Context: an optimization exercise on an open-source flow, tuned for small area. The choices shown serve that exercise and are no tape-out recipe. Only simulation tests tie the RTL to the original design; equivalence was not proved. Power figures rest on the tool's default switching activity, not on a simulated workload.

==> flow/design.v <==
module spi_interface(
    output reg          mosi,
    input               miso,
    input               clk,
    input               rst,
    output reg          RX_valid,
    output reg [7:0]    output_shift_register,
    input               TX_valid,
    input [7:0]         input_shift_register
);
genvar j, p;
function is_jc8;
    input [3:0] c;
    input integer n;
    case (n)
        0: is_jc8 = ~c[0] & ~c[3];
        1: is_jc8 =  c[0] & ~c[1];
        2: is_jc8 =  c[1] & ~c[2];
        3: is_jc8 =  c[2] & ~c[3];
        4: is_jc8 =  c[3] &  c[0];
        5: is_jc8 = ~c[0] &  c[1];
        6: is_jc8 = ~c[1] &  c[2];
        default: is_jc8 = ~c[2] & c[3];
    endcase
endfunction
reg       r_in;                                 
reg [3:0] r_bit;                                
wire      r_out = RX_valid & r_bit[0];
reg       r_p;
reg [1:0] r_m;
reg [2:0] r_q;
wire r_m0 = ~r_m[1] & ~r_m[0], r_m1 = r_m[0], r_m2 = r_m[1];    
reg       r_int;                                
wire r_k8   = (r_q == 3'd1) & ~r_p & r_m2;
wire r_k40  = r_q[2] & r_q[1] & ~r_p & r_m1;
wire r_end  = r_k40 | (r_int & r_k8);
wire r_last = r_in & is_jc8(r_bit, 7) & r_end;
wire r_odd  = r_p;                              
reg [41:0] rr [0:7];
wire miso_n = ~miso;
wire [7:0] r_next;                              
wire [5:0] r_sel = {6{r_out}} & {r_int & r_m2, ~r_int & r_m2,
                                 r_int & r_m1, ~r_int & r_m1,
                                 r_int & r_m0, ~r_int & r_m0};
generate
    for (j = 0; j < 8; j = j + 1) begin : rl
        wire here = r_in & is_jc8(r_bit, j);
        wire in_even, in_odd;                   
        spi_interface_ins ins_even (.dn(miso_n), .sn(~(here & ~r_odd)), .fb(rr[j][0]),  .y(in_even));
        spi_interface_ins ins_odd  (.dn(miso_n), .sn(~(here &  r_odd)), .fb(rr[j][21]), .y(in_odd));
        always @(posedge clk)
            rr[j] <= {in_even, rr[j][41:22], in_odd, rr[j][20:1]};
        spi_interface_pick7 pick (
            .t({rr[j][(26 + j) % 42], rr[j][(22 + j) % 42],
                rr[j][(40 + j) % 42], rr[j][(36 + j) % 42],
                rr[j][(12 + j) % 42], rr[j][(8 + j) % 42]}),
            .s(r_sel), .q(output_shift_register[7-j]), .h(~r_out),
            .y(r_next[7-j]));
    end
endgenerate
always @(posedge clk) begin
    if (r_in & (r_q == 3'd0) & ~r_p & r_m0 & is_jc8(r_bit, 1))
        r_int <= miso;
end
always @(posedge clk or posedge rst) begin
    if (rst) begin
        r_in <= 1'b0;
        RX_valid <= 1'b0;
        output_shift_register <= 8'd0;
    end else begin
        r_in <= r_in ? ~r_last : (~r_out & ~miso);
        RX_valid <= r_last | r_out;
        output_shift_register <= r_next;
    end
end
wire r_inc = r_out | (r_in & is_jc8(r_bit, 7));
always @(posedge clk) begin
    r_bit[3:1] <= (r_in & ~r_last) ? r_bit[2:0] : 3'b000;
    r_bit[0]   <= r_in ? (r_last | ~r_bit[3]) : (r_out & ~r_end);
    if (~(r_in | r_out) | r_last) begin
        r_p <= 1'b0;
        r_m <= 2'd0;
        r_q <= 3'd0;
    end else if (r_inc) begin
        r_p <= ~r_p;
        r_m <= {r_m[0], r_m0};
        if (r_p & r_m2)
            r_q <= r_q + 3'd1;
    end
end
reg       t_in;                                 
reg       t_out;                                
reg [2:0] t_bit;
reg [3:0] t_q;                                  
reg [1:0] t_m;                                  
wire t_m0 = ~t_m[1] & ~t_m[0], t_m1 = t_m[0], t_m2 = t_m[1];
wire t_k8   = (t_q == 4'd2) & t_m2;
wire t_k40  = t_q[3] & t_q[2] & t_q[0] & t_m1;
reg [41:0] tr [0:7];
wire [2:0] t_sn = ~({3{t_in}} & {t_m2, t_m1, t_m0});
generate
    for (j = 0; j < 8; j = j + 1) begin : tl
        wire dn = input_shift_register[7-j];   
        wire in2, in1, in0;                     
        spi_interface_ins ins2 (.dn(dn), .sn(t_sn[2]), .fb(tr[j][0]),  .y(in2));
        spi_interface_ins ins1 (.dn(dn), .sn(t_sn[1]), .fb(tr[j][35]), .y(in1));
        spi_interface_ins ins0 (.dn(dn), .sn(t_sn[0]), .fb(tr[j][28]), .y(in0));
        always @(posedge clk)
            tr[j] <= {in2, tr[j][41:36], in1, tr[j][34:29], in0, tr[j][27:1]};
    end
endgenerate
wire [15:0] t_taps;
generate
    for (j = 0; j < 8; j = j + 1) begin : ttap
        assign t_taps[2*j]   = tr[j][29 - j];
        assign t_taps[2*j+1] = tr[j][8 - j];
    end
endgenerate
wire [3:0] t_sel = {t_bit, t_q[0]};
wire [3:0] t_m4;
wire t_tap;
generate
    for (j = 0; j < 4; j = j + 1) begin : tm
        spi_interface_mux4 m (.a(t_taps[4*j +: 4]), .s(t_sel[1:0]), .y(t_m4[j]));
    end
endgenerate
spi_interface_mux4 tm4 (.a(t_m4), .s(t_sel[3:2]), .y(t_tap));
wire t_end  = (t_bit == 3'd7) & (t_k40 | (~tr[1][0] & t_k8));
always @(posedge clk or posedge rst) begin
    if (rst) begin
        t_in <= 1'b0;
        t_out <= 1'b0;
        mosi <= 1'b1;
    end else begin
        t_in <= t_in ? ~t_k40 : (~t_out & TX_valid);
        t_out <= (t_in & t_k40) | (t_out & ~t_end);
        if (t_out)
            mosi <= ~t_tap;
        else
            mosi <= ~(t_in | TX_valid);
    end
end
wire t_inc = t_in | (t_bit == 3'd7);
always @(posedge clk) begin
    if (~(t_in | t_out) | (t_in & t_k40)) begin
        t_bit <= 3'd0;
        t_q <= 4'd0;
        t_m <= 2'd0;
    end else begin
        if (t_out)
            t_bit <= t_bit + 3'd1;
        if (t_inc) begin
            t_m <= {t_m[0], t_m0};
            if (t_m2)
                t_q <= t_q + 4'd1;
        end
    end
end
endmodule
module spi_interface_ins(
    input  dn,
    input  sn,
    input  fb,
    output y
);
wire b;
spi_interface_nand2 g0 (.a(sn), .b(fb), .y(b));
spi_interface_o21ai g1 (.a1(dn), .a2(sn), .b1(b), .y(y));
endmodule
module spi_interface_nand2(input a, b, output y);
assign y = ~(a & b);
endmodule
module spi_interface_o21ai(input a1, a2, b1, output y);
assign y = ~((a1 | a2) & b1);
endmodule
module spi_interface_mux4(
    input [3:0] a,
    input [1:0] s,
    output      y
);
assign y = a[s];
endmodule
module spi_interface_pick7(
    input [5:0] t,
    input [5:0] s,
    input       q,
    input       h,
    output      y
);
assign y = (|(t & s)) | (q & h);
endmodule
Settings: LEC_CHECK=0, ABC_AREA=0, CAP_MARGIN=20, CORE_MARGIN=2, CORE_UTILIZATION=75, PLACE_DENSITY=0.8, SLEW_MARGIN=20, SYNTH_HIERARCHICAL=1; clock period 5.0 ns.
standard.sh (not shown) runs the stock make flow with config.mk's settings and CLKGATE_MAP_FILE= SYNTH_SCRIPT=/design/flow/synth_recipe.tcl, a recipe that flattens the netlist after the stock synthesis.
==> flow/flow/run.sh <==
#!/bin/bash
set -euo pipefail
export CTS_ARGS="-sink_clustering_enable -repair_clock_nets -dont_use_dummy_load -sink_clustering_size 18 -sink_clustering_max_diameter 40 -buf_list sky130_fd_sc_hd__buf_4 -sink_clustering_buffer sky130_fd_sc_hd__buf_6"
export BUFFER_PORTS_ARGS="-buffer_cell sky130_fd_sc_hd__buf_1"
dont_use="sky130_fd_sc_hd__probe_p_8 sky130_fd_sc_hd__probec_p_8 sky130_fd_sc_hd__lpflow_*"
bash standard.sh synth > synth.log 2>&1
python3 flow/filter_lib.py $FLOW_HOME/platforms/sky130hd/lib/sky130_fd_sc_hd__tt_025C_1v80.lib restructure.lib "$dont_use"
RESTRUCTURE_RESULTS=orfs/results/sky130hd/spi_interface/base RESTRUCTURE_LIB=restructure.lib RESTRUCTURE_DONT_USE="$dont_use" \
  openroad -no_init -exit flow/restructure.tcl > restructure.log 2>&1
bash standard.sh > standard.log 2>&1
==> flow/flow/filter_lib.py <==
# Write a copy of a liberty file without the cells the platform marks
# don't-use, for restructure (which reads the liberty file directly).
import re, sys, fnmatch
src, dst = sys.argv[1], sys.argv[2]
pats = sys.argv[3].split()
text = open(src).read()
out = []
pos = 0
for m in re.finditer(r'\n\s*cell\s*\(\s*"?([\w$]+)"?\s*\)\s*\{', text):
    name = m.group(1)
    if not any(fnmatch.fnmatch(name, p) for p in pats):
        continue
    # find the matching closing brace of this cell group
    depth = 0
    i = m.end() - 1
    while True:
        c = text[i]
        if c == '{':
            depth += 1
        elif c == '}':
            depth -= 1
            if depth == 0:
                break
        i += 1
    out.append(text[pos:m.start()])
    pos = i + 1
out.append(text[pos:])
open(dst, 'w').write(''.join(out))
==> flow/flow/restructure.tcl <==
# Resynthesise the logic between flip-flops of the synthesised design for
# area with OpenROAD's restructure (ABC), in place in 1_synth.odb. Flip-flops
# and ports are not touched.
set plat $::env(FLOW_HOME)/platforms/sky130hd
set res $::env(RESTRUCTURE_RESULTS)
read_db $res/1_synth.odb
read_liberty $plat/lib/sky130_fd_sc_hd__tt_025C_1v80.lib
read_sdc $res/1_synth.sdc
set_dont_use $::env(RESTRUCTURE_DONT_USE)
report_design_area
file mkdir restructure
# restructure reads the liberty file itself: give it one without the
# don't-use cells
restructure -target area -liberty_file $::env(RESTRUCTURE_LIB) \
  -tielo_port sky130_fd_sc_hd__conb_1/LO -tiehi_port sky130_fd_sc_hd__conb_1/HI \
  -work_dir restructure
report_design_area
write_db $res/1_synth.odb
The first run went through all stages and came out clean.
Edit:
--- a/flow/flow/run.sh
+++ b/flow/flow/run.sh
@@ -2,3 +2,3 @@
 set -euo pipefail
-export CTS_ARGS="-sink_clustering_enable -repair_clock_nets -dont_use_dummy_load -sink_clustering_size 18 -sink_clustering_max_diameter 40 -buf_list sky130_fd_sc_hd__buf_4 -sink_clustering_buffer sky130_fd_sc_hd__buf_6"
+export CTS_ARGS="-sink_clustering_enable -repair_clock_nets -dont_use_dummy_load -sink_clustering_size 18 -sink_clustering_max_diameter 40 -buf_list {sky130_fd_sc_hd__buf_4 sky130_fd_sc_hd__buf_6}"
 export BUFFER_PORTS_ARGS="-buffer_cell sky130_fd_sc_hd__buf_1"
Setup slack improved by 0.020 ns; total power is about the same; worst hold slack improved by 0.026 ns; non-clock buffer count does not change; combinational power decreases by about 2%; clock-buffer cell count does not change; global-route usage barely changes; sequential cell count is unchanged; routed wire length decreases by 0.92%.
Edit:
--- a/flow/flow/run.sh
+++ b/flow/flow/run.sh
@@ -2,3 +2,3 @@
 set -euo pipefail
-export CTS_ARGS="-sink_clustering_enable -repair_clock_nets -dont_use_dummy_load -sink_clustering_size 18 -sink_clustering_max_diameter 40 -buf_list {sky130_fd_sc_hd__buf_4 sky130_fd_sc_hd__buf_6}"
+export CTS_ARGS="-sink_clustering_enable -repair_clock_nets -dont_use_dummy_load -sink_clustering_size 16 -sink_clustering_max_diameter 35 -buf_list {sky130_fd_sc_hd__buf_4 sky130_fd_sc_hd__buf_6}"
 export BUFFER_PORTS_ARGS="-buffer_cell sky130_fd_sc_hd__buf_1"
Effect: Via count went up by 0.94%; register-to-register slack hardly moves; power went up by 2.0%; final area goes up by 0.62%; synthesized cell count is unchanged; hold slack gets worse by 0.011 ns; clock power goes up by about 9%.
Edit:
--- a/flow/flow/run.sh
+++ b/flow/flow/run.sh
@@ -2,3 +2,3 @@
 set -euo pipefail
-export CTS_ARGS="-sink_clustering_enable -repair_clock_nets -dont_use_dummy_load -sink_clustering_size 16 -sink_clustering_max_diameter 35 -buf_list {sky130_fd_sc_hd__buf_4 sky130_fd_sc_hd__buf_6}"
+export CTS_ARGS="-sink_clustering_enable -repair_clock_nets -dont_use_dummy_load -sink_clustering_size 13 -sink_clustering_max_diameter 35 -buf_list sky130_fd_sc_hd__buf_4"
 export BUFFER_PORTS_ARGS="-buffer_cell sky130_fd_sc_hd__buf_1"
Result:
- non-clock buffer count does not change
- wire length drops by 6.9%
- global-route usage drops by 1.4 points
- final area drops by 0.80%
- core utilization drops by 0.66 points
- maximum frequency climbs by 1.2%
- die area stays the same
- worst setup slack improves by 0.028 ns
- total power drops by 2.9%

[port drivers added, routing unchanged]
In the flow no input, the clock included, has a driving cell. The finished layouts below were timed again as built, in two steps. Step 1 sets driving cells, clkbuf_16 on the clock port and buf_2 on the other inputs (assumed; they add their load-dependent delay and slew). Step 2, shift: input delay + t, output delay - t, t = (earliest + latest rising clock arrival at the registers) / 2. This alone moves slack from input paths to output paths. a / b / c = ideal ports / drivers / drivers and shift; a / b = the first two.
run	shift t [ns]	setup slack, ns	worst setup path after step 2	slew at the worst register clock pin (ns)	pins driven straight from the clock port
the first run	0.645	2.587 / 2.587 / 2.587	register to register	0.12 / 0.12	1
the second run	0.541	2.607 / 2.607 / 2.607	register to register	0.11 / 0.11	1
the third run	0.580	2.614 / 2.614 / 2.614	register to register	0.10 / 0.10	1
the fourth run	0.611	2.641 / 2.641 / 2.641	register to register	0.11 / 0.11	1
After both steps every run listed still meets setup and hold.
